What follows belongs to an exercise in optimizing a design on an open flow for small area; a production flow would make more cautious choices. Function was checked by simulation only, so behaviour that the tests miss may differ from the original.

== S ==
// ws_sta_4x4x1x4x1
module ws_sta_4x4x1x4x1(
  input         clock,
                reset,
  input  [7:0]  io_inputA_0,
                io_inputA_1,
                io_inputA_2,
                io_inputA_3,
                io_inputB_0,
                io_inputB_1,
                io_inputB_2,
                io_inputB_3,
                io_inputB_4,
                io_inputB_5,
                io_inputB_6,
                io_inputB_7,
                io_inputB_8,
                io_inputB_9,
                io_inputB_10,
                io_inputB_11,
                io_inputB_12,
                io_inputB_13,
                io_inputB_14,
                io_inputB_15,
  input         io_propagateB_0,
                io_propagateB_1,
                io_propagateB_2,
                io_propagateB_3,
  output [17:0] io_outputC_0,
                io_outputC_1,
                io_outputC_2,
                io_outputC_3,
                io_outputC_4,
                io_outputC_5,
                io_outputC_6,
                io_outputC_7,
                io_outputC_8,
                io_outputC_9,
                io_outputC_10,
                io_outputC_11,
                io_outputC_12,
                io_outputC_13,
                io_outputC_14,
                io_outputC_15
);
  wire [7:0] a_in [0:3];
  wire [7:0] b_in [0:15];
  wire       p_in [0:3];
  wire [17:0] c_out [0:15];
  assign a_in[0] = io_inputA_0;
  assign a_in[1] = io_inputA_1;
  assign a_in[2] = io_inputA_2;
  assign a_in[3] = io_inputA_3;
  assign b_in[0] = io_inputB_0;
  assign b_in[1] = io_inputB_1;
  assign b_in[2] = io_inputB_2;
  assign b_in[3] = io_inputB_3;
  assign b_in[4] = io_inputB_4;
  assign b_in[5] = io_inputB_5;
  assign b_in[6] = io_inputB_6;
  assign b_in[7] = io_inputB_7;
  assign b_in[8] = io_inputB_8;
  assign b_in[9] = io_inputB_9;
  assign b_in[10] = io_inputB_10;
  assign b_in[11] = io_inputB_11;
  assign b_in[12] = io_inputB_12;
  ...
Size: ~13000 cells after synthesis, ~3100 flip-flops, ~450 I/O pins, roughly 170000 um2 of cells after synthesis.
==> flow/config.mk <==
export PLATFORM = sky130hd
export DESIGN_NAME = ws_sta_4x4x1x4x1
export DESIGN_NICKNAME = ws_sta_4x4x1x4x1
export VERILOG_FILES = /design/flow/design.v
export SDC_FILE = /design/flow/constraint.sdc
export NUM_CORES = 4
export LEC_CHECK = 0
export CAP_MARGIN = 20
export CORE_MARGIN = 2
export CORE_UTILIZATION = 50
export SLEW_MARGIN = 20
==> flow/constraint.sdc <==
create_clock -name core_clock -period 5.5 [get_ports {clock}]
set_input_delay 1.1000 -clock core_clock [delete_from_list [all_inputs] [get_ports {clock}]]
set_output_delay 1.1000 -clock core_clock [all_outputs]
set_load 0.01 [all_outputs]
standard.sh (not shown) runs the stock make flow with config.mk's settings and CLKGATE_MAP_FILE= SYNTH_SCRIPT=/design/flow/synth_recipe.tcl, a recipe that flattens the netlist after the stock synthesis.
==> flow/flow/run.sh <==
#!/bin/bash
# Standard ORFS layout with three changes:
#  - Yosys's generic "abc -fast" pre-mapping inside "synth" is skipped
#    (synth -noabc), so the full adders written in the RTL reach extract_fa
#    unchanged. The final ABC mapping, flattening and renaming are the standard flow's.
#  - clock tree: clkbuf_8 leaves clustering up to 15 registers, no dummy loads.
#  - port buffers use buf_1.
#  - the final ABC mapping uses ORFS's speed script without its buffer/upsize/
#    downsize steps (flow/abc_noup.script); OpenROAD sizes cells after placement.
set -euo pipefail
here=$(pwd)
sed '1s/yosys synth -nofsm -noshare/yosys synth -nofsm -noshare -noabc/' synth_recipe.tcl > "$here/flow_synth.tcl"
grep -q -- '-noabc' "$here/flow_synth.tcl"
{ sed -n 1p "$here/flow_synth.tcl"
  cat <<EOT
proc abc {args} {
  set i [lsearch -exact \$args -script]
  if {\$i >= 0} { lset args [expr {\$i + 1}] $here/flow/abc_noup.script }
  yosys abc {*}\$args
}
EOT
  sed -n '2,$p' "$here/flow_synth.tcl"; } > "$here/flow_synth2.tcl"
mv "$here/flow_synth2.tcl" "$here/flow_synth.tcl"
sed "s#SYNTH_SCRIPT=[^ ]*#SYNTH_SCRIPT=$here/flow_synth.tcl#" standard.sh > "$here/flow_standard.sh"
bash "$here/flow_standard.sh" \
  "CTS_ARGS=-sink_clustering_enable -repair_clock_nets -buf_list sky130_fd_sc_hd__clkbuf_8 -dont_use_dummy_load -sink_clustering_size 15 -sink_clustering_max_diameter 55 -sink_buffer_max_cap_derate 0.5" \
  "BUFFER_PORTS_ARGS=-buffer_cell sky130_fd_sc_hd__buf_1" \
  finish > "$here/flow_make.log" 2>&1
==> flow/flow/abc_noup.script <==
&get -n
&st
&dch
&nf
&st
&syn2
&if -g -K 6
&synch2
&nf
&st
&syn2
&if -g -K 6
&synch2
&nf
&st
&syn2
&if -g -K 6
&synch2
&nf
&st
&syn2
&if -g -K 6
&synch2
&nf
&st
&syn2
&if -g -K 6
&synch2
&nf
&put
topo
stime -c
S finished every stage and its layout cleared the timing, design-rule and antenna checks.
Edits applied to the flow inputs when going from S to R:
- an added CELL_PAD_IN_SITES_GLOBAL_PLACEMENT of 1
- an added CELL_PAD_IN_SITES_DETAIL_PLACEMENT of 1
- a change of CORE_UTILIZATION from 50 to 40
-- flow/flow/run.sh --
<<< S, line 8
#  - the final ABC mapping uses ORFS's speed script without its buffer/upsize/
#    downsize steps (flow/abc_noup.script); OpenROAD sizes cells after placement.
>>> R, line 8
<<< S, line 14
{ sed -n 1p "$here/flow_synth.tcl"
  cat <<EOT
proc abc {args} {
  set i [lsearch -exact \$args -script]
  if {\$i >= 0} { lset args [expr {\$i + 1}] $here/flow/abc_noup.script }
  yosys abc {*}\$args
}
EOT
  sed -n '2,$p' "$here/flow_synth.tcl"; } > "$here/flow_synth2.tcl"
mv "$here/flow_synth2.tcl" "$here/flow_synth.tcl"
>>> R, line 12
removed: flow/flow/abc_noup.script
==> comparison <==
Across both runs, count of clock-buffer cells in the layout was higher for R than for S.
Final critical path time including I/O delays and setup ended up 0.048 ns higher on R than on S.
Looking at net count after synthesis across R and S, the one that comes out higher is R.
Between R and S, share of synthesized area occupied by flip-flops and latches is higher for S, R comes in under that.
The multiplexer area fraction after synthesis on S is in line with that on R.
First-iteration DRC count in R is about 26% above S.
S ended up with met2 as its most used routing layer; R ended up with met1.

[static timing again, ports no longer ideal]
How much do the figures lean on ideal ports? The routed layouts below were timed once more, with nothing changed but the port constraints.
Step 1 sets driving cells, clkbuf_16 on the clock port and buf_2 on the other inputs (assumed; they add their load-dependent delay and slew).
Step 2 times the ports against the registers' clock, not the clock port: input delays grow and output delays shrink by t, the midpoint of the rising clock arrivals with the driver on.
Three values: no drivers, after step 1, after step 2; two values: the first two.
| run | shift t [ns] | slack for setup (ns) | worst data-port slew with drivers (ns) | cell pins on the clock port's net |
|---|---|---|---|---|
| S | 1.192 | 0.099 / 0.032 / 0.099 | 0.07 | 1 |
| R | 1.225 | 0.051 / 0.001 / 0.051 | 0.06 | 1 |
After both steps every run listed still meets setup and hold.
